Context: an optimization exercise on an open-source flow, tuned for small area. The choices shown serve that exercise and are no tape-out recipe.
Only simulation tests tie the RTL to the original design; equivalence was not proved.
No activity file was given, so power comes from the tool's default toggle rates.

==> flow/design.v <==
`timescale 1ns / 1ps
module FreqMod(
    input signed [17:0] audio_in,
    input ready,
    input clock,
    input reset,
    input [9:0] controls,
    output wire signed [17:0] audio_out,
    output reg [7:0] freq1,
    output reg [7:0] freq2,
    output reg [7:0] freq3,
    output reg [7:0] freq4,
    output reg [7:0] freq5,
    output reg [7:0] freq6,
    output reg [7:0] freq7,
    output reg [4:0] weight1,
    output reg [4:0] weight2,
    output reg [4:0] weight3,
    output reg [4:0] weight4,
    output reg [4:0] weight5,
    output reg [4:0] weight6,
    output reg [4:0] weight7
    );
    wire [7:0] switches = controls[7:0];
    wire fup = controls[8];
    wire fdown = controls[9];
    reg old_fup, old_fdown, increment, decrement;
    always @(posedge clock) begin
        old_fup <= fup;
        old_fdown <= fdown;
        increment <= fup & ~old_fup;
        decrement <= fdown & ~old_fdown;
    end
    wire [34:0] wts = {weight7, weight6, weight5, weight4, weight3, weight2, weight1};
    reg [34:0] wts_next;
    integer k;
    reg [4:0] w, tg;
    reg dn, up;
    always @(*) begin
        for (k = 0; k < 7; k = k + 1) begin
            w = wts[5*k +: 5];
            dn = switches[k] & decrement & (w != 5'd0);
            up = switches[k] & increment & (w != 5'd31) & ~dn;
            tg[0] = up | dn;
            tg[1] = (up & w[0]) | (dn & ~w[0]);
            tg[2] = (up & (&w[1:0])) | (dn & ~(|w[1:0]));
            tg[3] = (up & (&w[2:0])) | (dn & ~(|w[2:0]));
            tg[4] = (up & (&w[3:0])) | (dn & ~(|w[3:0]));
            wts_next[5*k +: 5] = reset ? 5'd0 : (w ^ tg);
        end
    end
    always @(posedge clock)
        {weight7, weight6, weight5, weight4, weight3, weight2, weight1} <= wts_next;
    reg [575:0] ring;
    reg [4:0] m1;        
    reg pending;         
    reg [17:0] q;        
    reg [17:0] o;        
    reg [27:0] acc;
    reg [8:0] t;
    wire ins = pending & (m1 == 5'd0);
    wire [17:0] tap1 = ins ? q : ring[575:558];
    wire [17:0] tap2 = ring[287:270];
    always @(posedge clock) begin
        ring <= {ring[557:0], tap1};
        if (reset) m1 <= 5'd0;
        else if (!ready) m1 <= m1 - 5'd1;
        if (reset) pending <= 1'b0;
        else if (ready) pending <= 1'b1;
        else if (m1 == 5'd0) pending <= 1'b0;
        if (reset) t <= 9'd511;
        else if (ready) t <= 9'd1;
        else if (t != 9'd511) t <= t + 9'd1;
    end
    localparam A_HOLD = 2'd0, A_ZERO = 2'd1, A_X4 = 2'd2, A_X16 = 2'd3;
    localparam S_TAP = 2'd0, S_O = 2'd1, S_Q = 2'd2;
    localparam D_NONE = 2'd0, D_ROM = 2'd1, D_CONST = 2'd2, D_BOOTH = 2'd3;
    wire [4:0] blk = t[8:4];
    wire [3:0] c = t[3:0];
    reg [1:0] amode;
    reg p1_on;
    reg [1:0] p2_dsrc;
    reg [1:0] p2_src;
    reg [2:0] p2_const;
    reg [3:0] pass;
    reg [2:0] wsel;         
    reg [1:0] bstep;        
    reg ld_o_y, ld_o_w, ld_q_y;
    reg [2:0] ld_f;         
    reg [2:0] o_band;       
    wire eqm = !(switches == 8'h01 || switches == 8'h02 || switches == 8'h04 ||
                 switches == 8'h08 || switches == 8'h10 || switches == 8'h20 ||
                 switches == 8'h40);
    wire b3 = blk == 5'd3, b4 = blk == 5'd4, b5 = blk == 5'd5, b6 = blk == 5'd6;
    wire b20 = blk == 5'd20, b21 = blk == 5'd21, b22 = blk == 5'd22, b23 = blk == 5'd23;
    wire b24 = blk == 5'd24, b25 = blk == 5'd25, b26 = blk == 5'd26, b27 = blk == 5'd27;
    wire b28 = blk == 5'd28, b29 = blk == 5'd29, b30 = blk == 5'd30, b31 = blk == 5'd31;
    wire is_pass = b3 | b4 | b5 | b6 | b20 | b21 | b23 | b24 | b25 | b27 | b28 | b30;
    wire first_zero = b3 | b20 | b23 | b27 | b30;
    wire first_x16 = b21;
    wire is_w = b22 | b26 | b29 | b31;
    wire [2:0] wk = {b31, b26 | b29, b22 | b29};
    always @(*)
        pass = {b25 | b27 | b28 | b30, b20 | b21 | b23 | b24,
                b5 | b6 | b23 | b24 | b28 | b30, b4 | b6 | b21 | b24 | b27 | b30};
    always @(*) begin
        amode = A_HOLD; p1_on = 1'b0; p2_dsrc = D_NONE; p2_src = S_TAP; p2_const = 3'b000;
        wsel = wk; bstep = 2'd0;
        ld_o_y = 1'b0; ld_o_w = 1'b0; ld_q_y = 1'b0; ld_f = 3'd0; o_band = wk;
        if (is_pass) begin
            p1_on = 1'b1; p2_dsrc = D_ROM;
            if (c == 4'd0) amode = first_zero ? A_ZERO : first_x16 ? A_X16 : A_X4;
        end
        if (blk == 5'd2) begin
            if (c == 4'd1) begin amode = A_ZERO; p2_dsrc = D_CONST; p2_src = S_Q; p2_const = 3'b010; end
            if (c == 4'd2 || c == 4'd3) amode = A_X16;
            if (c == 4'd4) begin p2_dsrc = D_CONST; p2_src = S_Q; p2_const = 3'b101; end
        end
        if (blk == 5'd3 && c == 4'd0) ld_o_y = 1'b1;
        if (blk == 5'd7 && c == 4'd0) ld_q_y = 1'b1;
        if (is_w) begin
            if (c == 4'd0) ld_q_y = 1'b1;
            if (c >= 4'd1 && c <= 4'd3) begin
                amode = (c == 4'd1) ? A_ZERO : A_X4;
                p2_dsrc = D_BOOTH; p2_src = S_Q;
                bstep = (c == 4'd1) ? 2'd2 : (c == 4'd2) ? 2'd1 : 2'd0;
            end
            if (c == 4'd4) begin
                ld_f = wk; p2_dsrc = eqm ? D_CONST : D_NONE; p2_src = S_O; p2_const = 3'b001;
            end
            if (c == 4'd5) ld_o_w = 1'b1;
        end
        if (blk == 5'd19) begin
            if (c <= 4'd2) begin
                amode = (c == 4'd0) ? A_ZERO : A_X4;
                p2_dsrc = D_BOOTH; p2_src = S_O; wsel = 3'd7;
                bstep = (c == 4'd0) ? 2'd2 : (c == 4'd1) ? 2'd1 : 2'd0;
            end
            if (c == 4'd3) begin ld_f = 3'd7; ld_o_w = 1'b1; o_band = 3'd7; end
            if ((c >= 4'd3 && c <= 4'd5) || (c >= 4'd7 && c <= 4'd9)) begin
                amode = (c == 4'd3 || c == 4'd7) ? A_ZERO : A_X4;
                p2_dsrc = D_BOOTH; p2_src = S_Q; wsel = (c <= 4'd5) ? 3'd5 : 3'd6;
                bstep = (c == 4'd3 || c == 4'd7) ? 2'd2 : (c == 4'd4 || c == 4'd8) ? 2'd1 : 2'd0;
            end
            if (c == 4'd6 || c == 4'd10) begin
                ld_f = (c == 4'd6) ? 3'd5 : 3'd6;
                p2_dsrc = eqm ? D_CONST : D_NONE; p2_src = S_O; p2_const = 3'b001;
            end
            if (c == 4'd7 || c == 4'd11) begin ld_o_w = 1'b1; o_band = (c == 4'd7) ? 3'd5 : 3'd6; end
        end
    end
    wire [5:0] dig;
    eq_digits digits (.pass(pass), .j(m1[3:0]), .dig(dig));
    wire [2:0] d1 = m1[4] ? dig[5:3] : dig[2:0];
    wire [2:0] d2rom = m1[4] ? dig[2:0] : dig[5:3];
    reg [4:0] wt;
    always @(*) begin
        case (wsel)
            3'd1: wt = weight1;
            3'd2: wt = weight2;
            3'd3: wt = weight3;
            3'd4: wt = weight4;
            3'd5: wt = weight5;
            3'd6: wt = weight6;
            default: wt = weight7;
        endcase
    end
    reg [2:0] dbooth;
    always @(*) begin
        case (bstep)
            2'd2: dbooth = {1'b0, wt[4] & wt[3], wt[4] ^ wt[3]};
            2'd1: dbooth = {wt[3] & ~(wt[2] & wt[1]), (wt[3] & ~wt[2] & ~wt[1]) | (~wt[3] & wt[2] & wt[1]), wt[2] ^ wt[1]};
            default: dbooth = {wt[1], wt[1] & ~wt[0], wt[0]};
        endcase
    end
    reg [2:0] d2;
    always @(*) begin
        case (p2_dsrc)
            D_ROM: d2 = d2rom;
            D_CONST: d2 = p2_const;
            D_BOOTH: d2 = dbooth;
            default: d2 = 3'b000;
        endcase
    end
    wire [2:0] d1g = p1_on ? d1 : 3'b000;
    wire s_o = (p2_src == S_O), s_q = (p2_src == S_Q), s_t = (p2_src == S_TAP);
    wire [17:0] v2 = ({18{s_o}} & o) | ({18{s_q}} & q) | ({18{s_t}} & tap2);
    function [27:0] term;
        input [17:0] v;
        input [2:0] d;
        reg [18:0] m;
        begin
            m = ({19{d[0]}} & {v[17], v}) | ({19{d[1]}} & {v, 1'b0});
            term = {{9{m[18] ^ d[2]}}, m ^ {19{d[2]}}};
        end
    endfunction
    wire a_h = (amode == A_HOLD), a_4 = (amode == A_X4), a_16 = (amode == A_X16);
    wire [27:0] abase = ({28{a_h}} & acc) | ({28{a_4}} & {acc[25:0], 2'b00}) | ({28{a_16}} & {acc[23:0], 4'b0000});
    wire [27:0] t1 = term(tap1, d1g);
    wire [27:0] t2 = term(v2, d2);
    wire [27:0] cs_s = abase ^ t1 ^ t2;
    wire [27:0] cs_c = {(abase[26:0] & t1[26:0]) | (abase[26:0] & t2[26:0]) | (t1[26:0] & t2[26:0]), d1g[2]};
    wire [28:0] rc;
    wire [27:0] acc_next;
    assign rc[0] = d2[2];
    genvar gi;
    generate for (gi = 0; gi < 28; gi = gi + 1) begin : ripple
        assign acc_next[gi] = cs_s[gi] ^ cs_c[gi] ^ rc[gi];
        assign rc[gi+1] = (cs_s[gi] & cs_c[gi]) | (cs_s[gi] & rc[gi]) | (cs_c[gi] & rc[gi]);
    end endgenerate
    always @(posedge clock) begin
        acc <= acc_next;
        if (ready) q <= audio_in;
        else if (ld_q_y) q <= acc[27:10];
        if (ld_o_y) o <= acc[27:10];
        else if (ld_o_w && (o_band == 3'd7 ? (!eqm && switches[6]) :
                            (eqm || switches[o_band - 3'd1]))) o <= acc[17:0];
        if (ld_f == 3'd1) freq1 <= acc[17:10];
        if (ld_f == 3'd2) freq2 <= acc[17:10];
        if (ld_f == 3'd3) freq3 <= acc[17:10];
        if (ld_f == 3'd4) freq4 <= acc[17:10];
        if (ld_f == 3'd5) freq5 <= acc[17:10];
        if (ld_f == 3'd6) freq6 <= acc[17:10];
        if (ld_f == 3'd7) freq7 <= acc[17:10];
    end
    assign audio_out = o;
endmodule
module eq_digits(input wire [3:0] pass, input wire [3:0] j, output reg [5:0] dig);
  always @(*)
    case ({pass, j})
      8'd0: dig = 6'b000000;
      8'd1: dig = 6'b000000;
      8'd2: dig = 6'b000000;
      8'd3: dig = 6'b000101;
      8'd4: dig = 6'b000101;
      8'd5: dig = 6'b000110;
      8'd6: dig = 6'b000110;
      8'd7: dig = 6'b000110;
      8'd8: dig = 6'b000110;
      8'd9: dig = 6'b101110;
      8'd10: dig = 6'b000110;
      8'd11: dig = 6'b000110;
      8'd12: dig = 6'b000101;
      8'd13: dig = 6'b000101;
      8'd14: dig = 6'b000000;
      8'd15: dig = 6'b000000;
      8'd16: dig = 6'b010010;
      8'd17: dig = 6'b010001;
      8'd18: dig = 6'b010000;
      8'd19: dig = 6'b010001;
      8'd20: dig = 6'b001101;
      8'd21: dig = 6'b000001;
      8'd22: dig = 6'b101000;
      8'd23: dig = 6'b110101;
      8'd24: dig = 6'b110110;
      8'd25: dig = 6'b010101;
      8'd26: dig = 6'b101000;
      8'd27: dig = 6'b000001;
      8'd28: dig = 6'b001101;
      8'd29: dig = 6'b010001;
      8'd30: dig = 6'b010000;
      8'd31: dig = 6'b010001;
      8'd32: dig = 6'b000000;
      8'd33: dig = 6'b010000;
      8'd34: dig = 6'b001110;
      8'd35: dig = 6'b101001;
      8'd36: dig = 6'b000000;
      8'd37: dig = 6'b101001;
      8'd38: dig = 6'b101110;
      8'd39: dig = 6'b001110;
      8'd40: dig = 6'b000000;
      8'd41: dig = 6'b001110;
      8'd42: dig = 6'b101110;
      8'd43: dig = 6'b101001;
      8'd44: dig = 6'b000000;
      8'd45: dig = 6'b101001;
      8'd46: dig = 6'b001110;
      8'd47: dig = 6'b010000;
      8'd48: dig = 6'b001001;
      8'd49: dig = 6'b101000;
      8'd50: dig = 6'b010110;
      8'd51: dig = 6'b001001;
      8'd52: dig = 6'b110010;
      8'd53: dig = 6'b000101;
      8'd54: dig = 6'b001101;
      8'd55: dig = 6'b000110;
      8'd56: dig = 6'b010000;
      8'd57: dig = 6'b000110;
      8'd58: dig = 6'b001101;
      8'd59: dig = 6'b000101;
      8'd60: dig = 6'b110010;
      8'd61: dig = 6'b001001;
      8'd62: dig = 6'b010110;
      8'd63: dig = 6'b101000;
      8'd64: dig = 6'b010010;
      8'd65: dig = 6'b010010;
      8'd66: dig = 6'b010010;
      8'd67: dig = 6'b010010;
      8'd68: dig = 6'b010010;
      8'd69: dig = 6'b010010;
      8'd70: dig = 6'b010010;
      8'd71: dig = 6'b010010;
      8'd72: dig = 6'b010010;
      8'd73: dig = 6'b010010;
      8'd74: dig = 6'b010010;
      8'd75: dig = 6'b010010;
      8'd76: dig = 6'b010010;
      8'd77: dig = 6'b010010;
      8'd78: dig = 6'b010010;
      8'd79: dig = 6'b010010;
      8'd80: dig = 6'b101101;
      8'd81: dig = 6'b001101;
      8'd82: dig = 6'b001101;
      8'd83: dig = 6'b001101;
      8'd84: dig = 6'b001101;
      8'd85: dig = 6'b000101;
      8'd86: dig = 6'b000000;
      8'd87: dig = 6'b000101;
      8'd88: dig = 6'b000000;
      8'd89: dig = 6'b000101;
      8'd90: dig = 6'b000000;
      8'd91: dig = 6'b000101;
      8'd92: dig = 6'b001101;
      8'd93: dig = 6'b001101;
      8'd94: dig = 6'b001101;
      8'd95: dig = 6'b001101;
      8'd96: dig = 6'b001001;
      8'd97: dig = 6'b001001;
      8'd98: dig = 6'b001001;
      8'd99: dig = 6'b001001;
      8'd100: dig = 6'b001001;
      8'd101: dig = 6'b001001;
      8'd102: dig = 6'b001001;
      8'd103: dig = 6'b010001;
      8'd104: dig = 6'b001001;
      8'd105: dig = 6'b001001;
      8'd106: dig = 6'b001001;
      8'd107: dig = 6'b001001;
      8'd108: dig = 6'b001001;
      8'd109: dig = 6'b001001;
      8'd110: dig = 6'b001001;
      8'd111: dig = 6'b001001;
      8'd112: dig = 6'b010010;
      8'd113: dig = 6'b010010;
      8'd114: dig = 6'b010010;
      8'd115: dig = 6'b010010;
      8'd116: dig = 6'b010010;
      8'd117: dig = 6'b010010;
      8'd118: dig = 6'b010010;
      8'd119: dig = 6'b110010;
      8'd120: dig = 6'b010010;
      8'd121: dig = 6'b010010;
      8'd122: dig = 6'b010010;
      8'd123: dig = 6'b010010;
      8'd124: dig = 6'b010010;
      8'd125: dig = 6'b010010;
      8'd126: dig = 6'b010010;
      8'd127: dig = 6'b010010;
      8'd128: dig = 6'b101101;
      8'd129: dig = 6'b000000;
      8'd130: dig = 6'b101000;
      8'd131: dig = 6'b101000;
      8'd132: dig = 6'b000000;
      8'd133: dig = 6'b001101;
      8'd134: dig = 6'b000101;
      8'd135: dig = 6'b000000;
      8'd136: dig = 6'b010000;
      8'd137: dig = 6'b000000;
      8'd138: dig = 6'b000101;
      8'd139: dig = 6'b001101;
      8'd140: dig = 6'b000000;
      8'd141: dig = 6'b101000;
      8'd142: dig = 6'b101000;
      8'd143: dig = 6'b000000;
      8'd144: dig = 6'b000000;
      8'd145: dig = 6'b000000;
      8'd146: dig = 6'b000000;
      8'd147: dig = 6'b000000;
      8'd148: dig = 6'b000000;
      8'd149: dig = 6'b001000;
      8'd150: dig = 6'b001000;
      8'd151: dig = 6'b000000;
      8'd152: dig = 6'b000000;
      8'd153: dig = 6'b000000;
      8'd154: dig = 6'b001000;
      8'd155: dig = 6'b000000;
      8'd156: dig = 6'b000000;
      8'd157: dig = 6'b000000;
      8'd158: dig = 6'b000000;
      8'd159: dig = 6'b000000;
      8'd160: dig = 6'b001001;
      8'd161: dig = 6'b001000;
      8'd162: dig = 6'b000001;
      8'd163: dig = 6'b001001;
      8'd164: dig = 6'b010000;
      8'd165: dig = 6'b110001;
      8'd166: dig = 6'b101000;
      8'd167: dig = 6'b000000;
      8'd168: dig = 6'b000010;
      8'd169: dig = 6'b000000;
      8'd170: dig = 6'b101000;
      8'd171: dig = 6'b010001;
      8'd172: dig = 6'b010000;
      8'd173: dig = 6'b001001;
      8'd174: dig = 6'b000001;
      8'd175: dig = 6'b001000;
      8'd176: dig = 6'b101101;
      8'd177: dig = 6'b101110;
      8'd178: dig = 6'b000101;
      8'd179: dig = 6'b101101;
      8'd180: dig = 6'b101101;
      8'd181: dig = 6'b000101;
      8'd182: dig = 6'b101101;
      8'd183: dig = 6'b110010;
      8'd184: dig = 6'b000000;
      8'd185: dig = 6'b110010;
      8'd186: dig = 6'b101101;
      8'd187: dig = 6'b000101;
      8'd188: dig = 6'b101101;
      8'd189: dig = 6'b101101;
      8'd190: dig = 6'b000101;
      8'd191: dig = 6'b101110;
      default: dig = 6'b000000;
    endcase
endmodule
==> flow/standard.sh <==
#!/bin/bash
# synth_recipe.tcl (not shown) runs the flow's synth.tcl, then flattens the netlist and writes it again
# the make line also repeats each setting of config.mk as NAME=value (left out here)
make -C /OpenROAD-flow-scripts/flow DESIGN_CONFIG=/design/flow/config.mk WORK_HOME=/design/flow/orfs CLKGATE_MAP_FILE= SYNTH_SCRIPT=/design/flow/synth_recipe.tcl "${@:-finish}"
==> flow/constraint.sdc <==
create_clock -name core_clock -period 20.0 [get_ports {clock}]
set_input_delay 4.0000 -clock core_clock [delete_from_list [all_inputs] [get_ports {clock}]]
set_output_delay 4.0000 -clock core_clock [all_outputs]
set_load 0.01 [all_outputs]
==> flow/flow/abc_area.script <==
strash
dc2
dch -f
map -a
strash
dch -f
amap
topo
dnsize -c
==> flow/config.mk <==
export PLATFORM = sky130hd
export DESIGN_NAME = FreqMod
export DESIGN_NICKNAME = FreqMod
export VERILOG_FILES = /design/flow/design.v
export SDC_FILE = /design/flow/constraint.sdc
export NUM_CORES = 4
export LEC_CHECK = 0
export ABC_AREA = 1
export CAP_MARGIN = 0
export CORE_MARGIN = 2
export CORE_UTILIZATION = 40
export SLEW_MARGIN = 0
==> flow/flow/run.sh <==
#!/bin/bash
# The standard layout (standard.sh) with three changes:
#  - synthesis maps logic with an area-oriented ABC script (flow/abc_area.script,
#    used in place of ORFS's scripts/abc_area.script; every other script is ORFS's own);
#  - the input and output port buffers use the smallest buffer cell (buf_1);
#  - clock tree synthesis clusters up to 28 sinks and inserts no dummy loads.
set -euo pipefail
here=$(pwd)
rm -rf "$here/orfs_scripts"
cp -r "$FLOW_HOME/scripts" "$here/orfs_scripts"
cp "$here/flow/abc_area.script" "$here/orfs_scripts/abc_area.script"
export SCRIPTS_DIR="$here/orfs_scripts"
export BUFFER_PORTS_ARGS="-buffer_cell sky130_fd_sc_hd__buf_1"
export CTS_ARGS="-sink_clustering_enable -repair_clock_nets -sink_clustering_size 32 -sink_clustering_max_diameter 80 -dont_use_dummy_load"
bash standard.sh > standard.log 2>&1
==> key figures, run 1 <==
Run status
  • Status: complete, no violations

STA
  • Slew of the pin with the lowest slew margin: 1.20 ns
  • Final Cycle Share: 91.8%
  • Worst Setup Slack, final: 1.64 ns
  • Slew Viols, Final: 0
  • Skew final: 0.0844 ns
  • Max transition margin: 19.7%
  • RSZ-0062 raised after global routing: no
  • TNS Setup: 0 ns
  • Fin. Hold Viols: 0
  • Final Critical Period: 18.36 ns
  • Final setup violation count: 0
  • Fmax: 54.5 MHz

Clocking
  • CTS sink cnt: 750
  • # resized after CTS: 0
  • CTS tree: yes
  • H-Tree Level Count: 2
  • Clock latency (worst-skew pair): 0.59 ns
  • Clock root cell: clkbuf_16
  • Post-CTS Hold Buffers: 0
  • Post-CTS Setup Repair Bufs: 0
  • Maximum buffer depth of the clock tree: 3
  • Clock transition at path regs: 0.11 ns
  • CTS buffer count: 37

Worst setup path
  • Slowest stage delay, CP: 0.82 ns
  • Worst Path Arrival: 18.88 ns
  • CP most frequent cell: fa_1
  • Crit end category: flip-flop
  • CP max stage cell: nor3_2
  • Critical Path Source Type: flip-flop
  • WP data required: 20.52 ns
  • Largest fanout on the critical path: 19
  • FF-to-FF setup slack: 1.64 ns
  • WP buf/inv: 9
  • Critical path class: flip-flop to flip-flop
  • Family with the most delay on the worst path: adder cells

Global route
  • Pin count of the biggest net entering global routing: 51
  • Vias in the first global route: 13500
  • Overall routing resource usage: 17.5%
  • First-pass GRT wire length: 77800 um
  • Initial antenna violation count: 0
  • Grt total ovfl: 0

Route
  • Vias per cell: 5.05
  • DRC: 0
  • Routed vias: 14000
  • Router iterations before antenna repair: 8
  • Drt wl/cell: 18.2 um
  • Antenna viol nets, final: 0
  • Total routed wirelength: 50300 um
  • First DRT Iteration DRCs: 1264

Cells and area
  • Area Growth Syn to Fin: 11.6%
  • Final net count: 2121
  • Antenna Cells: 0
  • Final Cell Area: 25000 um2
  • Final core occ: 45.2%
  • Final cell count without fillers: 2762
  • Share of layout cells above drive strength 1: 3.23%

Synth
  • Mean Syn Cell Area: 12.3 um2
  • Ys flop type: dfxtp_1
  • Syn_nets: 1920
  • Synth top area share: 58.9%
  • Yosys warnings: 2
  • Post-synthesis cell count: 1815
  • Post-Syn Area: 22400 um2
  • Register area share after synthesis: 71.2%
  • Synth cell types: 41
  • Cell taking the most area after synthesis: dfxtp_1
  • Top post-synthesis cells by area: dfxtp_1, edfxtp_1, fa_1
  • FFs w/ async S/R, synth: 0%
  • Post-synthesis sequential element count: 750
  • Post-synth EDFFs: 92

Placed design
  • Placed wire-length estimate: 35400 um
  • DP Cell Count: 2725
  • GPL Wtd Cong: 0.893
  • Post-DP Area: 24000 um2
  • Placement Setup Slack: 1.56 ns
  • Port-buffer cells: 139

Pwr
  • P_leak: 8.97 nW
  • VDD IR max: 61.4 uV
  • PD cells: 128 nW/um2

Floorplanning
  • Starting Density: 40.5%
  • Die Wd: 241 um
  • Die height: 241 um
  • IO Pins: 140
  • Site row count: 86
  • Die Area: 57800 um2
  • Area of the core: 55200 um2

Worst hold path
  • HP Class: flip-flop to flip-flop

Job
  • Max-cap violations: 0
==> layer usage <==
| layer | track usage, % | share of wire [%] | up-vias |
|---|---|---|---|
| met5 | 0 | 0 | - |
| met4 | 5.44 | 2.5 | 0 |
| met3 | 3.23 | 5.8 | 85 |
| met2 | 28.2 | 46 | 428 |
| met1 | 23.9 | 46 | 6721 |
| li1 | - | - | 6726 |
==> worst paths after layout <==
| kind | from | to | cells past startpoint |
|---|---|---|---|
| worst max register to register | t[4] | acc[27] | 61 |
| worst min register to register | ring[208] | ring[226] | 0 |
| worst max-delay path | t[4] | acc[27] | 61 |
| worst min-delay path | ring[208] | ring[226] | 0 |
==> cell usage in the layout, fill, tap and decap left out, drive strengths merged, types with 5 or more instances in the layout <==
cell | synthesis | final
nor2 | 209 | 209
o31ai | 5 | 5
dfxtp | 658 | 658
a222oi | 21 | 21
nand2 | 82 | 82
nand3 | 16 | 16
o21ai | 95 | 95
clkbuf | 0 | 38
a211oi | 31 | 31
ha | 20 | 20
a311oi | 17 | 17
a31o | 8 | 8
or2 | 10 | 10
buf | 0 | 161
clkinv | 183 | 183
o32ai | 7 | 7
a31oi | 21 | 21
edfxtp | 92 | 92
nor2b | 7 | 7
o22a | 16 | 16
nor4 | 5 | 5
o221ai | 11 | 11
fa | 54 | 54
a21oi | 55 | 55
nor3 | 47 | 47
a22oi | 10 | 10
o22ai | 94 | 94
or3 | 5 | 5
a221oi | 10 | 10
==> flip-flops by register name, indices dropped and copies added (netlist names), 5 cells and up <==
signal and cells:
freq1 8, freq2 8, weight2 5, weight7 5, weight6 5, q 18
weight1 5, freq6 8, m1 5, o 18, freq4 8, freq7 8
weight3 5, weight5 5, t 9, weight4 5, freq5 8, acc 28
freq3 8, ring 576
==> final cells by class <==
| cell class | instances | area, um2 |
|---|---|---|
| flip-flops and latches | 750 | 15900 |
| clock buffers | 37 | 926 |
| inverters | 183 | 687 |
| repair buffers | 162 | 696 |
| well taps | 748 | 936 |
| multi-input cells | 882 | 5780 |
| fillers | 5041 | 30200 |
==> power by group <==
group,switching (W),internal [W]
logic,0.000383,0.000229
clock network,0.000434,0.000332
registers,0.0000866,0.00173
==> cells in the mapped netlist, types with 7 or more instances <==
master    count
o32ai_1       7
o21ai_0      95
fa_1         54
nand2_1      82
clkinv_1    183
a221oi_1     10
nor2b_1       7
a31oi_1      21
a311oi_1     17
dfxtp_1     658
or2_0        10
o22ai_1      94
a21oi_1      55
o221ai_1     11
a31o_1        8
edfxtp_1     92
o22a_1       16
nor2_1      209
nor3_1       47
a22oi_1      10
a211oi_1     31
ha_1         20
a222oi_1     21
nand3_1      16
==> stage by stage <==
step                      power (W)  hold WS (ns)
after floorplan             0.00223         0.310
after global placement      0.00245         0.310
after detailed placement    0.00248         0.312
after CTS                   0.00324         0.281
after global routing        0.00339         0.283
final                       0.00320         0.276
==> kinds of logic after synthesis <==
kind of cell | Yosys count | share of synthesized area [%]
DFF | 750 | 71.2
adders and majority gates | 74 | 5.95
and+or+nand+nor | 389 | 7.30
AOI/OAI and AO/OA | 419 | 12.5
buffers and inverters | 183 | 3.07
==> run 2: changes to the inputs <==
--- a/flow/flow/run.sh
+++ b/flow/flow/run.sh
@@ -11,5 +11,5 @@
 cp "$here/flow/abc_area.script" "$here/orfs_scripts/abc_area.script"
 export SCRIPTS_DIR="$here/orfs_scripts"
 export BUFFER_PORTS_ARGS="-buffer_cell sky130_fd_sc_hd__buf_1"
-export CTS_ARGS="-sink_clustering_enable -repair_clock_nets -sink_clustering_size 32 -sink_clustering_max_diameter 80 -dont_use_dummy_load"
+export CTS_ARGS="-sink_clustering_enable -repair_clock_nets -sink_clustering_size 16 -sink_clustering_max_diameter 100 -dont_use_dummy_load -buf_list sky130_fd_sc_hd__clkbuf_8"
 bash standard.sh > standard.log 2>&1
==> run 2 against run 1 <==
  * Largest cell class unchanged
  * Critical path depth stayed put
  * Flip-flop and latch count is the same
  * Hold slack better by 0.020 ns
  * Global-route usage barely moved
  * Register-to-register slack got worse by 0.02 ns
  * Via count grew 0.17%
  * Final area fell by 0.78%
  * Clock power shrank 13%
==> key figures, run 2 <==
Cells and area
  • Final cell count without fillers: 2779
  • Top Registers: ring: 576 flops, acc: 28 flops
  • Final Cell Area: 24800 um2
  • Final net count: 2137
  • Commonest non-fill, non-tap cell in the layout: dfxtp_1
  • Area Growth Syn to Fin: 10.7%
  • Biggest register: ring
  • Largest register FFs: 576
  • Share of layout cells above drive strength 1: 3.99%
  • Most frequent cells in the layout: dfxtp_1, nor2_1, clkinv_1

Global route
  • Initial antenna violation count: 1
  • Overall routing resource usage: 17.6%
  • First-pass GRT wire length: 78000 um
  • Vias in the first global route: 13700
  • Pin count of the biggest net entering global routing: 51
  • Grt total ovfl: 0

Clocking
  • Clock latency (worst-skew pair): 0.66 ns
  • CTS tree: yes
  • Post-CTS Hold Buffers: 0
  • Clock transition at path regs: 0.09 ns
  • # resized after CTS: 0
  • H-Tree Level Count: 2
  • CTS sink cnt: 750
  • Maximum buffer depth of the clock tree: 3
  • CTS buffer count: 53
  • Post-CTS Setup Repair Bufs: 0
  • Clock root cell: clkbuf_8

Placed design
  • GPL Wtd Cong: 0.893
  • Post-DP Area: 24000 um2
  • Placed wire-length estimate: 35400 um
  • Port-buffer cells: 139
  • DP Cell Count: 2725

Worst setup path
  • Critical path class: flip-flop to flip-flop
  • CP max stage cell: nor3_2
  • Reg-to-Reg Start: t[4]
  • WP data required: 20.58 ns
  • Critical Path Source Type: flip-flop
  • FF-to-FF setup slack: 1.62 ns
  • Crit end category: flip-flop
  • Critical R2R Capture: acc[27]
  • R2r worst-path depth: 61
  • CP most frequent cell: fa_1
  • Largest fanout on the critical path: 19
  • Slowest stage delay, CP: 0.82 ns
  • Worst Path Arrival: 18.96 ns

Job
  • Max-cap violations: 0

Synth
  • Post-synth EDFFs: 92
  • Mean Syn Cell Area: 12.3 um2
  • Most frequent cell after synthesis: dfxtp_1
  • Post-synthesis cell count: 1815
  • Syn_nets: 1920
  • Register area share after synthesis: 71.2%
  • Ys flop type: dfxtp_1
  • Top post-synthesis cells by count: dfxtp_1, nor2_1, clkinv_1
  • Synth top area share: 58.9%
  • Post-synthesis sequential element count: 750
  • Top post-synthesis cells by area: dfxtp_1, edfxtp_1, fa_1
  • Yosys warnings: 2
  • Cell taking the most area after synthesis: dfxtp_1
  • FFs w/ async S/R, synth: 0%
  • Post-Syn Area: 22400 um2
  • Synth cell types: 41

Pwr
  • PD cells: 125 nW/um2
  • P_leak: 8.89 nW
  • Reg power frac: 58.8%
  • Gate power share: 19.8%
  • Sw frac: 28.9%
  • Net switching power figure: 0.000895 W
  • Internal power: 0.00220 W
  • VDD IR max: 52.6 uV
  • Final Power: 0.00309 W
  • Clock power share: 21.5%

Route
  • Drt wl/cell: 18.1 um
  • Total routed wirelength: 50400 um
  • First DRT Iteration DRCs: 1127
  • Antenna viol nets, final: 0
  • Router iterations before antenna repair: 6
  • Routed vias: 14000
  • Vias per cell: 5.03
  • DRC: 0

STA
  • Slew Viols, Final: 0
  • Max transition margin: 20.2%
  • Fin. Hold Viols: 0
  • Final setup violation count: 0
  • Final Cycle Share: 91.9%
  • RSZ-0062 raised after global routing: no
  • Skew final: 0.0752 ns
  • Fin Hold WS: 0.296 ns
  • Final Critical Period: 18.38 ns
  • TNS Setup: 0 ns
  • Slew of the pin with the lowest slew margin: 1.20 ns
  • Fmax: 54.4 MHz

Worst hold path
  • HP Class: flip-flop to flip-flop
  • Hold Crit Depth: 0
  • Min-delay src: ring[413]
  • Worst Hold End: ring[431]

Floorplanning
  • Die height: 241 um
  • Starting Density: 40.5%
  • IO Pins: 140
  • Area of the core: 55200 um2
  • Die Wd: 241 um
  • Site row count: 86
  • Die Area: 57800 um2

Run status
  • Status: complete, no violations
## run 2: cell count changes in the layout (fill, tap and decap cells not counted), sizes merged
cell	previous run	this run
diode	0	1
clkbuf	38	54
## run 2: per-stage QoR
stage | util [%] | worst slack, ns
floorplan | - | 1.47
global placement | 43.5 | 1.85
detailed placement | 43.5 | 1.56
CTS | 44.9 | 1.64
global route | 44.9 | 0.536
finish | 44.9 | 1.62
## run 2: area by class of cell
cell class,instances,area [um2]
diodes,1,2.50
clock buffers,53,729
fillers,5090,30400
well taps,748,936
repair buffers,162,696
flip-flops and latches,750,15900
multi-input cells,882,5780
inverters,183,687
## run 2: worst max path at each step
stage / startpoint / end / slack (ns) / depth (start not counted)
floorplan: t[4] / acc[27] / 1.47 / 60
global placement: controls[0] / acc[27] / 1.85 / 50
detailed placement: controls[6] / acc[27] / 1.56 / 49
CTS: t[4] / acc[27] / 1.64 / 61
global route: t[4] / acc[27] / 0.54 / 59
finish: t[4] / acc[27] / 1.62 / 61
## run 2: power groups by stage
stage	clock network (W)	logic, W	registers (W)
CTS	0.000697	0.000620	0.00182
global placement	0	0.000601	0.00185
finish	0.000664	0.000612	0.00182
floorplan	0	0.000416	0.00181
global route	0.000750	0.000701	0.00184
detailed placement	0	0.000619	0.00186
## run 2: kinds of logic after synthesis
logic type,count (synthesis),synth area share [%]
AND/OR/NAND/NOR,389,7.30
buffers and inverters,183,3.07
AO/OA/AOI/OAI,419,12.5
adder cells (fa/ha/maj),74,5.95
flip-flops,750,71.2
## run 2: metal layers
metal | track usage (%) | routed length, um | up-vias
li1 | - | - | 6749
met1 | 24.1 | 23100 | 6737
met2 | 27.9 | 23000 | 400
met3 | 2.99 | 2850 | 98
met4 | 6.47 | 1490 | 0
met5 | 0 | 0 | -
## run 2: critical path: cells and delay by family (launching register included)
family | cells | cell delay (ns)
adder cells (fa/ha/maj) | 29 | 11.76
AND/OR/NAND/NOR | 12 | 2.50
AO/OA/AOI/OAI | 11 | 2.03
buffers and inverters | 9 | 1.65
flip-flops | 1 | 0.42
==> run 3: changes to the inputs <==
--- a/flow/flow/run.sh
+++ b/flow/flow/run.sh
@@ -11,5 +11,5 @@
 cp "$here/flow/abc_area.script" "$here/orfs_scripts/abc_area.script"
 export SCRIPTS_DIR="$here/orfs_scripts"
 export BUFFER_PORTS_ARGS="-buffer_cell sky130_fd_sc_hd__buf_1"
-export CTS_ARGS="-sink_clustering_enable -repair_clock_nets -sink_clustering_size 16 -sink_clustering_max_diameter 100 -dont_use_dummy_load -buf_list sky130_fd_sc_hd__clkbuf_8"
+export CTS_ARGS="-sink_clustering_enable -repair_clock_nets -sink_clustering_size 28 -sink_clustering_max_diameter 100 -dont_use_dummy_load"
 bash standard.sh > standard.log 2>&1
==> run 3 against run 2 <==
  * Sequential power about the same
  * Clock-buffer cell count down 18
  * Largest cell class unchanged
  * First-iteration DRC count up 14%
==> key figures, run 3 <==
Run status
  • Status: complete, no violations

Cells and area
  • Final net count: 2119
  • Biggest register: ring
  • Share of layout cells above drive strength 1: 3.13%
  • Top Registers: ring: 576 flops, acc: 28 flops
  • Commonest non-fill, non-tap cell in the layout: dfxtp_1
  • Fillers: 5058
  • Area Growth Syn to Fin: 11.4%
  • Largest register FFs: 576
  • Most frequent cells in the layout: dfxtp_1, nor2_1, clkinv_1
  • Antenna Cells: 0

Synth
  • Post-synth EDFFs: 92
  • Post-Syn Area: 22400 um2
  • Top post-synthesis cells by area: dfxtp_1, edfxtp_1, fa_1
  • Most frequent cell after synthesis: dfxtp_1
  • Synth cell types: 41
  • Synth top area share: 58.9%
  • Post-synthesis sequential element count: 750
  • FFs w/ async S/R, synth: 0%
  • Post-synthesis cell count: 1815
  • Yosys warnings: 2
  • Syn_nets: 1920
  • Register area share after synthesis: 71.2%
  • Top post-synthesis cells by count: dfxtp_1, nor2_1, clkinv_1
  • Mean Syn Cell Area: 12.3 um2
  • Ys flop type: dfxtp_1
  • Cell taking the most area after synthesis: dfxtp_1

Route
  • Vias per cell: 5.04
  • Routed vias: 13900
  • Total routed wirelength: 50100 um
  • Drt wl/cell: 18.2 um
  • Antenna viol nets, final: 0
  • DRC: 0
  • Router iterations before antenna repair: 6
  • First DRT Iteration DRCs: 1286

Placed design
  • GPL Wtd Cong: 0.893
  • Port-buffer cells: 139
  • Placed wire-length estimate: 35400 um

Global route
  • First-pass GRT wire length: 77600 um
  • Overall routing resource usage: 17.4%
  • Initial antenna violation count: 0
  • Vias in the first global route: 13500
  • Grt total ovfl: 0
  • Pin count of the biggest net entering global routing: 51

Worst setup path
  • WP buf/inv: 9
  • Family with the most delay on the worst path: adder cells
  • Crit end category: flip-flop
  • Slowest stage delay, CP: 0.83 ns
  • CP max stage cell: nor3_2
  • Critical path class: flip-flop to flip-flop
  • Critical Path Source Type: flip-flop
  • CP most frequent cell: fa_1
  • WP data required: 20.49 ns
  • Largest fanout on the critical path: 19
  • Worst Path Arrival: 18.87 ns

Pwr
  • Gate power share: 19.3%
  • PD cells: 127 nW/um2
  • Net switching power figure: 0.000894 W
  • P_leak: 8.94 nW
  • Clock power share: 23.3%
  • Sw frac: 28.2%
  • VDD IR max: 64.5 uV
  • Internal power: 0.00228 W
  • Reg power frac: 57.4%

STA
  • Slew of the pin with the lowest slew margin: 1.20 ns
  • Max transition margin: 19.8%
  • RSZ-0062 raised after global routing: no
  • Final Critical Period: 18.38 ns
  • Final setup violation count: 0
  • Fin Hold WS: 0.302 ns
  • Fmax: 54.4 MHz
  • Fin. Hold Viols: 0
  • TNS Setup: 0 ns
  • Skew final: 0.0876 ns
  • Final Cycle Share: 91.9%
  • Slew Viols, Final: 0

Floorplanning
  • Starting Density: 40.5%
  • Die Area: 57800 um2
  • Die Wd: 241 um
  • Site row count: 86
  • IO Pins: 140
  • Die height: 241 um
  • Area of the core: 55200 um2

Job
  • Max-cap violations: 0

Worst hold path
  • HP Class: flip-flop to flip-flop

Clocking
  • H-Tree Level Count: 2
  • # resized after CTS: 0
  • Clock transition at path regs: 0.10 ns
  • Clock latency (worst-skew pair): 0.58 ns
  • Post-CTS Setup Repair Bufs: 0
  • CTS sink cnt: 750
  • CTS buffer count: 35
  • CTS tree: yes
  • Maximum buffer depth of the clock tree: 3
  • Post-CTS Hold Buffers: 0
  • Clock root cell: clkbuf_16
run 3: path summary, 6_finish.rpt:
path / cells after the start / slack [ns] / to / start
max: 61 / 1.62 / acc[27] / t[4]
min: 0 / 0.30 / ring[539] / ring[521]
max reg2reg: 61 / 1.62 / acc[27] / t[4]
min reg2reg: 0 / 0.30 / ring[539] / ring[521]
run 3: final cells by class:
cell class | instances | area [um2] | area share [%]
tap | 748 | 936 | 3.76
clock buffer | 35 | 876 | 3.52
sequential | 750 | 15900 | 64.0
timing repair buffer | 162 | 696 | 2.79
inverter | 183 | 687 | 2.76
multi-input combinational | 882 | 5780 | 23.2
run 3: metal layers:
| metal | wire, um | vias to the layer above | GRT usage [%] | part of all wire [%] |
|---|---|---|---|---|
| met2 | 23300 | 395 | 28.1 | 46 |
| met3 | 2520 | 73 | 3.00 | 5.0 |
| met4 | 1150 | 0 | 4.99 | 2.3 |
| met5 | 0 | - | 0 | 0 |
| met1 | 23200 | 6713 | 24.1 | 46 |
| li1 | - | 6716 | - | - |
run 3: cell families after synthesis:
kind of cell,synth area share (%)
simple gates,7.30
fa+ha+maj,5.95
flops,71.2
compound gates,12.5
buf+inv,3.07
run 3: worst register-to-register path, delay by kind of cell, from the launching register on:
kind | cells | cell delay [ns]
buffers and inverters | 9 | 1.65
AO/OA/AOI/OAI | 11 | 2.03
adder cells (fa/ha/maj) | 29 | 11.74
flip-flops | 1 | 0.42
AND/OR/NAND/NOR | 12 | 2.52
run 3: stage by stage:
step                      utilization [%]  cell area [um2]  setup WS, ns  std cells  total power [W]
final                                45.1            24900          1.62       2760          0.00317
after global routing                 45.1            24900         0.464       2760          0.00336
after CTS                            45.1            24900          1.59       2760          0.00321
after detailed placement             43.5            24000          1.56       2725          0.00248
after global placement               43.5            24000          1.85       2725          0.00245
after floorplan                         -            22400          1.47       1815          0.00223
run 3: power groups by stage:
stage	Clock, W	Sequential, W	Combinational (W)
finish	0.000740	0.00182	0.000613
global route	0.000822	0.00184	0.000701
CTS	0.000768	0.00182	0.000621
detailed placement	0	0.00186	0.000619
global placement	0	0.00185	0.000601
floorplan	0	0.00181	0.000416
==> run 4: changes to the inputs <==
--- a/flow/design.v
+++ b/flow/design.v
@@ -57,7 +57,7 @@
     reg [17:0] q;        
     reg [17:0] o;        
     reg [27:0] acc;
-    reg [8:0] t;
+    reg [5:0] blk;       
     wire ins = pending & (m1 == 5'd0);
     wire [17:0] tap1 = ins ? q : ring[575:558];
     wire [17:0] tap2 = ring[287:270];
@@ -68,15 +68,14 @@
         if (reset) pending <= 1'b0;
         else if (ready) pending <= 1'b1;
         else if (m1 == 5'd0) pending <= 1'b0;
-        if (reset) t <= 9'd511;
-        else if (ready) t <= 9'd1;
-        else if (t != 9'd511) t <= t + 9'd1;
+        if (reset) blk <= 6'd63;
+        else if (ready) blk <= 6'd0;
+        else if (m1[3:0] == 4'd0 && blk != 6'd63) blk <= blk + 6'd1;
     end
     localparam A_HOLD = 2'd0, A_ZERO = 2'd1, A_X4 = 2'd2, A_X16 = 2'd3;
     localparam S_TAP = 2'd0, S_O = 2'd1, S_Q = 2'd2;
     localparam D_NONE = 2'd0, D_ROM = 2'd1, D_CONST = 2'd2, D_BOOTH = 2'd3;
-    wire [4:0] blk = t[8:4];
-    wire [3:0] c = t[3:0];
+    wire [3:0] c = ~m1[3:0];
     reg [1:0] amode;
     reg p1_on;
     reg [1:0] p2_dsrc;
@@ -91,18 +90,18 @@
     wire eqm = !(switches == 8'h01 || switches == 8'h02 || switches == 8'h04 ||
                  switches == 8'h08 || switches == 8'h10 || switches == 8'h20 ||
                  switches == 8'h40);
-    wire b3 = blk == 5'd3, b4 = blk == 5'd4, b5 = blk == 5'd5, b6 = blk == 5'd6;
-    wire b20 = blk == 5'd20, b21 = blk == 5'd21, b22 = blk == 5'd22, b23 = blk == 5'd23;
-    wire b24 = blk == 5'd24, b25 = blk == 5'd25, b26 = blk == 5'd26, b27 = blk == 5'd27;
-    wire b28 = blk == 5'd28, b29 = blk == 5'd29, b30 = blk == 5'd30, b31 = blk == 5'd31;
-    wire is_pass = b3 | b4 | b5 | b6 | b20 | b21 | b23 | b24 | b25 | b27 | b28 | b30;
-    wire first_zero = b3 | b20 | b23 | b27 | b30;
-    wire first_x16 = b21;
-    wire is_w = b22 | b26 | b29 | b31;
-    wire [2:0] wk = {b31, b26 | b29, b22 | b29};
+    wire b3 = blk == 6'd3, b4 = blk == 6'd4, b5 = blk == 6'd5, b6 = blk == 6'd6;
+    wire b21 = blk == 6'd21, b22 = blk == 6'd22, b23 = blk == 6'd23, b24 = blk == 6'd24;
+    wire b25 = blk == 6'd25, b26 = blk == 6'd26, b27 = blk == 6'd27, b28 = blk == 6'd28;
+    wire b29 = blk == 6'd29, b30 = blk == 6'd30, b31 = blk == 6'd31, b32 = blk == 6'd32;
+    wire is_pass = b3 | b4 | b5 | b6 | b21 | b22 | b24 | b25 | b26 | b28 | b29 | b31;
+    wire first_zero = b3 | b21 | b24 | b28 | b31;
+    wire first_x16 = b22;
+    wire is_w = b23 | b27 | b30 | b32;
+    wire [2:0] wk = {b32, b27 | b30, b23 | b30};
     always @(*)
-        pass = {b25 | b27 | b28 | b30, b20 | b21 | b23 | b24,
-                b5 | b6 | b23 | b24 | b28 | b30, b4 | b6 | b21 | b24 | b27 | b30};
+        pass = {b26 | b28 | b29 | b31, b21 | b22 | b24 | b25,
+                b5 | b6 | b24 | b25 | b29 | b31, b4 | b6 | b22 | b25 | b28 | b31};
     always @(*) begin
         amode = A_HOLD; p1_on = 1'b0; p2_dsrc = D_NONE; p2_src = S_TAP; p2_const = 3'b000;
         wsel = wk; bstep = 2'd0;
@@ -111,13 +110,13 @@
             p1_on = 1'b1; p2_dsrc = D_ROM;
             if (c == 4'd0) amode = first_zero ? A_ZERO : first_x16 ? A_X16 : A_X4;
         end
-        if (blk == 5'd2) begin
+        if (blk == 6'd2) begin
             if (c == 4'd1) begin amode = A_ZERO; p2_dsrc = D_CONST; p2_src = S_Q; p2_const = 3'b010; end
             if (c == 4'd2 || c == 4'd3) amode = A_X16;
             if (c == 4'd4) begin p2_dsrc = D_CONST; p2_src = S_Q; p2_const = 3'b101; end
         end
-        if (blk == 5'd3 && c == 4'd0) ld_o_y = 1'b1;
-        if (blk == 5'd7 && c == 4'd0) ld_q_y = 1'b1;
+        if (blk == 6'd3 && c == 4'd0) ld_o_y = 1'b1;
+        if (blk == 6'd7 && c == 4'd0) ld_q_y = 1'b1;
         if (is_w) begin
             if (c == 4'd0) ld_q_y = 1'b1;
             if (c >= 4'd1 && c <= 4'd3) begin
@@ -130,7 +129,7 @@
             end
             if (c == 4'd5) ld_o_w = 1'b1;
         end
-        if (blk == 5'd19) begin
+        if (blk == 6'd20) begin
             if (c <= 4'd2) begin
                 amode = (c == 4'd0) ? A_ZERO : A_X4;
                 p2_dsrc = D_BOOTH; p2_src = S_O; wsel = 3'd7;
==> run 4 against run 3 <==
  * Still clean
  * Sequential power is essentially flat
  * Clock-buffer cell count is the same
  * Utilization is 0.098 points lower
  * Critical path depth down 12
  * Synthesized cell count is essentially flat
  * Clock power fell by 0.9%
  * Via count up 0.30%
  * Setup slack got worse by 0.30 ns
  * Cell count about the same
  * Combinational power decreased by 33%
  * Critical path type is now primary input to flip-flop
  * Highest routed layer unchanged
==> key figures, run 4 <==
Run status
  • Status: complete, no violations

Worst setup path
  • Critical path class: primary input to flip-flop
  • R2r worst-path depth: 56
  • FF-to-FF setup slack: 1.66 ns
  • Slowest stage delay, CP: 0.59 ns
  • Critical Path Source Type: primary input
  • CP max stage cell: fa_1
  • Critical R2R Capture: acc[27]
  • Worst setup path start: controls[4]
  • WP data required: 20.50 ns
  • Worst Path Arrival: 19.18 ns
  • CP most frequent cell: fa_1
  • Reg-to-Reg Start: m1[2]
  • Crit end category: flip-flop
  • Largest fanout on the critical path: 4
  • CP endpoint: acc[27]

Synth
  • Post-synthesis sequential element count: 747
  • Syn_nets: 1919
  • Synth cell types: 45
  • Post-synth EDFFs: 92
  • Cell taking the most area after synthesis: dfxtp_1
  • Post-synthesis cell count: 1816
  • Yosys warnings: 2
  • Top post-synthesis cells by area: dfxtp_1, edfxtp_1, fa_1
  • Synth top area share: 58.9%
  • Register area share after synthesis: 71.3%
  • Mean Syn Cell Area: 12.3 um2
  • Top post-synthesis cells by count: dfxtp_1, nor2_1, clkinv_1
  • Post-Syn Area: 22300 um2
  • Ys flop type: dfxtp_1
  • FFs w/ async S/R, synth: 0%
  • Most frequent cell after synthesis: dfxtp_1

Placed design
  • Placed wire-length estimate: 35900 um
  • DP Cell Count: 2727
  • Port-buffer cells: 139
  • GPL Wtd Cong: 0.903
  • Post-DP Area: 23900 um2

Global route
  • Initial antenna violation count: 0
  • Grt total ovfl: 0
  • Vias in the first global route: 13600
  • Overall routing resource usage: 17.4%
  • Pin count of the biggest net entering global routing: 42
  • First-pass GRT wire length: 77200 um

Floorplanning
  • Die Area: 57500 um2
  • Area of the core: 55100 um2
  • Die Wd: 240 um
  • IO Pins: 140
  • Die height: 240 um
  • Starting Density: 40.4%
  • Site row count: 86

Cells and area
  • Most frequent cells in the layout: dfxtp_1, nor2_1, clkinv_1
  • Commonest non-fill, non-tap cell in the layout: dfxtp_1
  • Top Registers: ring: 576 flops, acc: 28 flops
  • Antenna Cells: 0
  • Largest register FFs: 576
  • Final cell count without fillers: 2762
  • Share of layout cells above drive strength 1: 3.33%
  • Area Growth Syn to Fin: 11.5%
  • Final Cell Area: 24800 um2
  • Biggest register: ring
  • Final net count: 2119
  • Fillers: 5196

Clocking
  • Clock latency (worst-skew pair): 0.57 ns
  • Post-CTS Hold Buffers: 0
  • Clock transition at path regs: 0.09 ns
  • CTS buffer count: 35
  • # resized after CTS: 0
  • CTS sink cnt: 747
  • H-Tree Level Count: 2
  • Clock root cell: clkbuf_16
  • Maximum buffer depth of the clock tree: 3
  • Post-CTS Setup Repair Bufs: 0
  • CTS tree: yes

Pwr
  • VDD IR max: 76.3 uV
  • PD cells: 119 nW/um2
  • P_leak: 8.97 nW

STA
  • Final Critical Period: 18.68 ns
  • Fmax: 53.5 MHz
  • Final setup violation count: 0
  • Skew final: 0.0960 ns
  • TNS Setup: 0 ns
  • Max transition margin: 14.6%
  • Slew Viols, Final: 0
  • Slew of the pin with the lowest slew margin: 1.27 ns
  • Final Cycle Share: 93.4%
  • RSZ-0062 raised after global routing: no
  • Fin. Hold Viols: 0

Route
  • Router iterations before antenna repair: 5
  • Drt wl/cell: 18.2 um
  • DR WL met3: 2650 um
  • Total routed wirelength: 50100 um
  • DRC: 0
  • First DRT Iteration DRCs: 1291
  • Routed vias: 13900
  • Vias per cell: 5.05
  • WL met1: 23100 um
  • Antenna viol nets, final: 0
  • Max layer used: met4
  • Metal2 WL: 22700 um

Worst hold path
  • HP Class: flip-flop to flip-flop

Job
  • Max-cap violations: 0
-- run 4: how the worst min path moves through the flow --
stage,slack [ns],endpoint,depth (start not counted),startpoint
finish,0.27,ring[49],0,ring[31]
global route,0.27,ring[49],0,ring[31]
CTS,0.27,ring[49],0,ring[31]
detailed placement,0.31,ring[137],0,ring[119]
global placement,0.31,ring[154],0,ring[136]
floorplan,0.31,ring[100],0,ring[82]
-- run 4: power by group --
part	internal (W)	switching [W]	total, W
Clock	0.000315	0.000418	0.000733
Sequential	0.00172	0.0000814	0.00180
Combinational	0.000141	0.000270	0.000412
Total	0.00217	0.000770	0.00294
-- run 4: cells by family after synthesis --
group	after synthesis	synth area share, %
buf+inv	180	3.04
compound gates	408	12.2
fa+ha+maj	72	5.87
simple gates	409	7.56
flops	747	71.3
-- run 4: worst max-delay path: cells and delay by family --
kind | cells | cell delay (ns)
AND/OR/NAND/NOR | 9 | 0.95
buffers and inverters | 3 | 0.34
adder cells (fa/ha/maj) | 28 | 11.97
AO/OA/AOI/OAI | 9 | 1.93
-- run 4: layer usage --
| metal | GRT usage [%] | up-vias |
|---|---|---|
| met5 | 0 | - |
| met4 | 6.78 | 0 |
| met3 | 2.85 | 109 |
| met2 | 27.0 | 424 |
| met1 | 24.4 | 6733 |
| li1 | - | 6673 |
-- run 4: cell type report --
class                   count  area (um2)  share of cell area, %
well taps                 748         936                   3.77
repair buffers            163         703                   2.83
multi-input cells         889        5750                   23.2
flip-flops and latches    747       15900                   64.0
inverters                 180         676                   2.72
clock buffers              35         876                   3.53
-- run 4: through the flow --
stage | total power [W] | hold WS, ns | setup WS [ns] | utilization [%]
final | 0.00294 | 0.267 | 1.32 | 45.0
after global routing | 0.00309 | 0.275 | 0.592 | 45.0
after CTS | 0.00298 | 0.269 | 1.31 | 45.0
after detailed placement | 0.00225 | 0.312 | 0.707 | 43.4
after global placement | 0.00223 | 0.310 | 0.963 | 43.4
after floorplan | 0.00207 | 0.310 | 0.687 | -
==> run 5: changes to the inputs <==
==> flow/flow/run.sh (replaced) <==
#!/bin/bash
# The standard layout (standard.sh) with three changes:
#  - synthesis maps logic with an area-oriented ABC script (flow/abc_area.script,
#    used in place of ORFS's scripts/abc_area.script; every other script is ORFS's own);
#  - the input and output port buffers use the smallest buffer cell (buf_1);
#  - clock tree synthesis uses clkbuf_8, clusters up to 16 sinks, inserts no dummy loads.
set -euo pipefail
here=$(pwd)
rm -rf "$here/orfs_scripts"
cp -r "$FLOW_HOME/scripts" "$here/orfs_scripts"
cp "$here/flow/abc_area.script" "$here/orfs_scripts/abc_area.script"
export SCRIPTS_DIR="$here/orfs_scripts"
export BUFFER_PORTS_ARGS="-buffer_cell sky130_fd_sc_hd__buf_1"
export CTS_ARGS="-sink_clustering_enable -repair_clock_nets -sink_clustering_size 18 -sink_clustering_max_diameter 100 -dont_use_dummy_load -buf_list sky130_fd_sc_hd__clkbuf_8"
bash standard.sh > standard.log 2>&1
==> run 5 against run 4 <==
  * Combinational power is essentially flat
  * Critical path type unchanged
  * First-iteration DRC count shrank 6.7%
  * Wire length grew 1.0%
  * Global-route usage grew 0.15 points
  * Largest cell class unchanged
  * Clock-buffer cell count grew 13
  * Fmax grew 0.37%
  * Sequential share of layout area grew 0.55 points
  * Synthesized area is the same
  * Utilization shrank 0.39 points
  * Die area is the same
  * Hold slack gained 0.024 ns
==> key figures, run 5 <==
Synth
  • Synth top area share: 58.9%
  • Syn_nets: 1919
  • Post-synthesis cell count: 1816
  • Top post-synthesis cells by area: dfxtp_1, edfxtp_1, fa_1
  • Most frequent cell after synthesis: dfxtp_1
  • Cell taking the most area after synthesis: dfxtp_1
  • Yosys warnings: 2
  • FFs w/ async S/R, synth: 0%
  • Synth cell types: 45
  • Top post-synthesis cells by count: dfxtp_1, nor2_1, clkinv_1
  • Ys flop type: dfxtp_1
  • Post-synthesis sequential element count: 747
  • Mean Syn Cell Area: 12.3 um2
  • Post-Syn Area: 22300 um2
  • Register area share after synthesis: 71.3%
  • Post-synth EDFFs: 92

Worst hold path
  • HP Class: flip-flop to flip-flop

Worst setup path
  • Critical R2R Capture: acc[27]
  • WP data required: 20.57 ns
  • CP most frequent cell: fa_1
  • CP max stage cell: fa_1
  • Worst setup path start: controls[4]
  • Critical Path Source Type: primary input
  • Reg-to-Reg Start: m1[2]
  • Crit end category: flip-flop
  • FF-to-FF setup slack: 1.72 ns
  • Critical path class: primary input to flip-flop
  • Largest fanout on the critical path: 4
  • CP endpoint: acc[27]
  • R2r worst-path depth: 56
  • Slowest stage delay, CP: 0.59 ns
  • Worst Path Arrival: 19.18 ns

Global route
  • Pin count of the biggest net entering global routing: 42
  • Grt total ovfl: 0
  • Overall routing resource usage: 17.5%
  • Vias in the first global route: 13700
  • Initial antenna violation count: 1
  • First-pass GRT wire length: 77800 um

Placed design
  • DP Cell Count: 2727
  • Placed wire-length estimate: 35900 um
  • Port-buffer cells: 139
  • Placement Setup Slack: 0.707 ns
  • GPL Wtd Cong: 0.903

STA
  • RSZ-0062 raised after global routing: no
  • Fin. Hold Viols: 0
  • Worst Setup Slack, final: 1.39 ns
  • Slew of the pin with the lowest slew margin: 1.29 ns
  • Skew final: 0.0470 ns
  • Fin Hold WS: 0.292 ns
  • Final setup violation count: 0
  • Slew Viols, Final: 0
  • Max transition margin: 13.6%
  • TNS Setup: 0 ns
  • Final Cycle Share: 93.0%
  • Final Critical Period: 18.61 ns
  • Fmax: 53.7 MHz

Route
  • Antenna viol nets, final: 0
  • DRC: 0
  • Vias per cell: 5.05
  • First DRT Iteration DRCs: 1204
  • Router iterations before antenna repair: 6
  • Routed vias: 14000
  • Drt wl/cell: 18.2 um
  • Total routed wirelength: 50700 um

Floorplanning
  • Die Wd: 240 um
  • Site row count: 86
  • Die Area: 57500 um2
  • Die height: 240 um
  • Area of the core: 55100 um2
  • Starting Density: 40.4%
  • IO Pins: 140

Clocking
  • CTS sink cnt: 747
  • # resized after CTS: 0
  • H-Tree Level Count: 2
  • CTS tree: yes
  • Post-CTS Hold Buffers: 0
  • Clock root cell: clkbuf_8
  • Clock transition at path regs: 0.11 ns
  • Clock latency (worst-skew pair): 0.65 ns
  • Maximum buffer depth of the clock tree: 3
  • CTS buffer count: 48
  • Post-CTS Setup Repair Bufs: 0

Pwr
  • P_leak: 8.88 nW
  • PD cells: 116 nW/um2
  • Final Power: 0.00285 W
  • VDD IR max: 42.8 uV

Cells and area
  • Most frequent cells in the layout: dfxtp_1, nor2_1, clkinv_1
  • Area Growth Syn to Fin: 10.5%
  • Commonest non-fill, non-tap cell in the layout: dfxtp_1
  • Multi-input logic area: 5750 um2
  • Fillers: 5215
  • Sequential cell area: 15900 um2
  • Final cell count without fillers: 2776
  • Share of layout cells above drive strength 1: 3.95%
  • Biggest register: ring
  • Top Registers: ring: 576 flops, acc: 28 flops
  • Largest register FFs: 576
  • Final net count: 2132

Run status
  • Status: complete, no violations

Job
  • Max-cap violations: 0
## run 5: cell counts after synthesis
No cell type changed its count.
## run 5: final cells by class
type                       count  share of cell area [%]
multi-input combinational    889                    23.4
antenna                        1                  0.0102
tap                          748                    3.80
sequential                   747                    64.5
timing repair buffer         163                    2.86
clock buffer                  48                    2.69
inverter                     180                    2.75
## run 5: report_power, final
| part | leakage, nW | internal (W) | total, W | switching, W |
|---|---|---|---|---|
| combinational | 2.31 | 0.000141 | 0.000413 | 0.000271 |
| sequential | 6.22 | 0.00172 | 0.00180 | 0.0000826 |
| clock | 0.345 | 0.000216 | 0.000634 | 0.000418 |
| total | 8.88 | 0.00208 | 0.00285 | 0.000772 |
## run 5: worst min path at each step
| stage | cells after the start | start | endpoint |
|---|---|---|---|
| 2_1_floorplan | 0 | ring[82] | ring[100] |
| 3_3_place_gp | 0 | ring[136] | ring[154] |
| 3_5_place_dp | 0 | ring[119] | ring[137] |
| 4_1_cts | 0 | ring[48] | ring[66] |
| 5_1_grt | 0 | ring[49] | ring[67] |
| 6_report | 0 | ring[48] | ring[66] |
## run 5: per-stage QoR
stage | instance area [um2] | util, %
floorplan | 22300 | -
detailed placement | 23900 | 43.4
global placement | 23900 | 43.4
global route | 24600 | 44.6
CTS | 24600 | 44.6
finish | 24600 | 44.6
## run 5: worst max-delay path: cells and delay by family
family          cells  cell delay [ns]
fa+ha+maj          28            11.96
simple gates        9             0.95
compound gates      9             1.97
buf+inv             3             0.34
## run 5: cells by family (layout without fill, tap and decap cells)
logic type | count (synthesis) | after routing | share of synthesized area, %
DFF | 747 | 747 | 71.3
and+or+nand+nor | 409 | 409 | 7.56
AOI/OAI and AO/OA | 408 | 408 | 12.2
buffers and inverters | 180 | 391 | 3.04
adders and majority gates | 72 | 72 | 5.87
other | 0 | 1 | 0
## run 5: routing by layer
| layer | global-route usage, % | part of all wire [%] | vias to the layer above |
|---|---|---|---|
| li1 | - | - | 6705 |
| met1 | 24.6 | 46 | 6784 |
| met2 | 27.3 | 45 | 425 |
| met3 | 2.79 | 5.6 | 114 |
| met4 | 6.91 | 3.5 | 0 |
| met5 | 0 | 0 | - |
==> run 6: changes to the inputs <==
--- a/flow/flow/run.sh
+++ b/flow/flow/run.sh
@@ -11,5 +11,5 @@
 cp "$here/flow/abc_area.script" "$here/orfs_scripts/abc_area.script"
 export SCRIPTS_DIR="$here/orfs_scripts"
 export BUFFER_PORTS_ARGS="-buffer_cell sky130_fd_sc_hd__buf_1"
-export CTS_ARGS="-sink_clustering_enable -repair_clock_nets -sink_clustering_size 18 -sink_clustering_max_diameter 100 -dont_use_dummy_load -buf_list sky130_fd_sc_hd__clkbuf_8"
+export CTS_ARGS="-sink_clustering_enable -repair_clock_nets -sink_clustering_size 14 -sink_clustering_max_diameter 80 -dont_use_dummy_load -buf_list sky130_fd_sc_hd__clkbuf_8"
 bash standard.sh > standard.log 2>&1
==> run 6 against run 5 <==
  * Largest cell class unchanged
  * Global-route usage grew 0.15 points
  * Still clean on timing, DRC and antenna
  * Synthesized area is the same
  * Wire length grew 0.48%
  * Clock power grew about 10%
==> key figures, run 6 <==
Global route
  • Met2 GRT Util: 27.7%
  • Grt total ovfl: 0
  • M1 GR Usage: 24.4%
  • Pin count of the biggest net entering global routing: 42
  • Initial antenna violation count: 1
  • Grt peak-use layer: met2
  • Overall routing resource usage: 17.7%
  • First-pass GRT wire length: 78600 um
  • Met3 GRT Util: 2.94%
  • Vias in the first global route: 14000

Worst setup path
  • Largest fanout on the critical path: 4
  • Critical Path Source Type: primary input
  • Worst setup path start: controls[4]
  • Slowest stage delay, CP: 0.58 ns
  • WP data required: 20.61 ns
  • Critical R2R Capture: acc[27]
  • FF-to-FF setup slack: 1.65 ns
  • CP max stage cell: fa_1
  • Crit end category: flip-flop
  • CP most frequent cell: fa_1
  • CP endpoint: acc[27]
  • R2r worst-path depth: 56
  • Critical path class: primary input to flip-flop
  • Reg-to-Reg Start: m1[2]
  • Worst Path Arrival: 19.16 ns

Synth
  • Yosys warnings: 2
  • Mean Syn Cell Area: 12.3 um2
  • Cell taking the most area after synthesis: dfxtp_1
  • Syn_nets: 1919
  • Register area share after synthesis: 71.3%
  • Post-synthesis cell count: 1816
  • Post-synthesis sequential element count: 747
  • Top post-synthesis cells by count: dfxtp_1, nor2_1, clkinv_1
  • Top post-synthesis cells by area: dfxtp_1, edfxtp_1, fa_1
  • Synth cell types: 45
  • Most frequent cell after synthesis: dfxtp_1
  • Post-Syn Area: 22300 um2
  • Synth top area share: 58.9%
  • FFs w/ async S/R, synth: 0%
  • Post-synth EDFFs: 92
  • Ys flop type: dfxtp_1

Cells and area
  • Top Registers: ring: 576 flops, acc: 28 flops
  • Largest register FFs: 576
  • Biggest register: ring
  • Commonest non-fill, non-tap cell in the layout: dfxtp_1
  • Fillers: 5193
  • Area Growth Syn to Fin: 11.3%
  • Final core occ: 45.0%
  • Most frequent cells in the layout: dfxtp_1, nor2_1, clkinv_1
  • Final net count: 2145
  • Share of layout cells above drive strength 1: 4.56%

Clocking
  • Post-CTS Setup Repair Bufs: 0
  • H-Tree Level Count: 2
  • Clock root cell: clkbuf_8
  • CTS sink cnt: 747
  • # resized after CTS: 0
  • Maximum buffer depth of the clock tree: 3
  • Clock transition at path regs: 0.08 ns
  • Clock latency (worst-skew pair): 0.70 ns
  • CTS tree: yes
  • CTS buffer count: 61
  • Post-CTS Hold Buffers: 0

STA
  • Final Cycle Share: 92.7%
  • Slew of the pin with the lowest slew margin: 1.31 ns
  • Skew final: 0.0822 ns
  • Final Critical Period: 18.55 ns
  • Fin. Hold Viols: 0
  • Max transition margin: 11.9%
  • TNS Setup: 0 ns
  • Final setup violation count: 0
  • Fmax: 53.9 MHz
  • RSZ-0062 raised after global routing: no
  • Slew Viols, Final: 0

Pwr
  • PD cells: 118 nW/um2
  • P_leak: 8.97 nW
  • VDD IR max: 55.8 uV

Job
  • Max-cap violations: 0

Floorplanning
  • Starting Density: 40.4%
  • Area of the core: 55100 um2
  • Die height: 240 um
  • Site row count: 86
  • IO Pins: 140
  • Die Wd: 240 um
  • Die Area: 57500 um2

Route
  • Router iterations before antenna repair: 6
  • Total routed wirelength: 50900 um
  • Routed vias: 14200
  • First DRT Iteration DRCs: 1180
  • Vias per cell: 5.08
  • Antenna viol nets, final: 0
  • DRC: 0
  • Drt wl/cell: 18.3 um

Run status
  • Status: complete, no violations

Placed design
  • Placed wire-length estimate: 35900 um
  • Port-buffer cells: 139
  • GPL Wtd Cong: 0.903

Worst hold path
  • HP Class: flip-flop to flip-flop
## run 6: cell count changes in the layout (fill, tap and decap cells not counted)
cell / delta
clkbuf_8: +13
## run 6: where the power goes
part | internal [W] | leakage, nW | switching [W]
registers | 0.00172 | 6.22 | 0.0000824
clock network | 0.000271 | 0.439 | 0.000429
logic | 0.000141 | 2.31 | 0.000272
total | 0.00213 | 8.97 | 0.000783
## run 6: kinds of logic (layout without fill, tap and decap cells)
group           after synthesis  in the layout  synth area share, %
compound gates              408            408                 12.2
fa+ha+maj                    72             72                 5.87
buf+inv                     180            404                 3.04
flops                       747            747                 71.3
other cells                   0              1                    0
simple gates                409            409                 7.56
## run 6: worst min path at each step
stage,endpoint,cells past startpoint,slack [ns],startpoint
2_1_floorplan,ring[100],0,0.31,ring[82]
3_3_place_gp,ring[154],0,0.31,ring[136]
3_5_place_dp,ring[137],0,0.31,ring[119]
4_1_cts,ring[222],0,0.31,ring[204]
5_1_grt,ring[422],0,0.31,ring[404]
6_report,ring[222],0,0.31,ring[204]
## run 6: final cells by class
type | count | area, um2 | area share, %
Antenna cell | 1 | 2.50 | 0.0101
Clock buffer | 61 | 840 | 3.39
Inverter | 180 | 676 | 2.73
Multi-Input combinational cell | 889 | 5750 | 23.2
Sequential cell | 747 | 15900 | 64.1
Tap cell | 748 | 936 | 3.78
Timing Repair Buffer | 163 | 703 | 2.84
## run 6: metrics by stage
| step | setup WS, ns | std cells | area [um2] | hold slack (ns) | power, W |
|---|---|---|---|---|---|
| 6_report | 1.45 | 2789 | 24800 | 0.309 | 0.00291 |
| 5_1_grt | 0.615 | 2789 | 24800 | 0.312 | 0.00306 |
| 4_1_cts | 1.46 | 2788 | 24800 | 0.309 | 0.00295 |
| 3_5_place_dp | 0.707 | 2727 | 23900 | 0.312 | 0.00225 |
| 3_3_place_gp | 0.963 | 2727 | 23900 | 0.310 | 0.00223 |
| 2_1_floorplan | 0.687 | 1816 | 22300 | 0.310 | 0.00207 |
## run 6: worst max-delay path: cells and delay by family
family                   cells  cell delay, ns
AO/OA/AOI/OAI                9            1.95
adder cells (fa/ha/maj)     28           11.96
buffers and inverters        3            0.33
AND/OR/NAND/NOR              9            0.95
## run 6: routing by layer
| metal | vias up | share of wire, % |
|---|---|---|
| met5 | - | 0 |
| met4 | 0 | 3.7 |
| met3 | 139 | 5.5 |
| met2 | 458 | 46 |
| met1 | 6852 | 45 |
| li1 | 6729 | - |

## what the ideal ports hide
The results above use ideal ports. As a check the final layouts listed here were re-extracted and re-timed, cells and wires unchanged.
Step 1: set_driving_cell puts a clkbuf_16 on clock and a buf_2 on each other input, an assumption about the parent block.
Step 2, shift: input delay + t, output delay - t, t = (earliest + latest rising clock arrival at the registers) / 2. This alone moves slack from input paths to output paths.
a / b / c = no drivers / after step 1 / after step 2; a / b = the first two.
run	t (ns)	setup slack, ns
run 1	0.604	1.641 / 1.641 / 1.601
run 2	0.680	1.623 / 1.623 / 1.616
run 3	0.602	1.620 / 1.620 / 1.615
run 4	0.578	1.324 / 1.357 / 0.779
run 5	0.686	1.392 / 1.430 / 0.744
run 6	0.708	1.450 / 1.483 / 0.775
After both steps setup and hold are still met in every run listed.
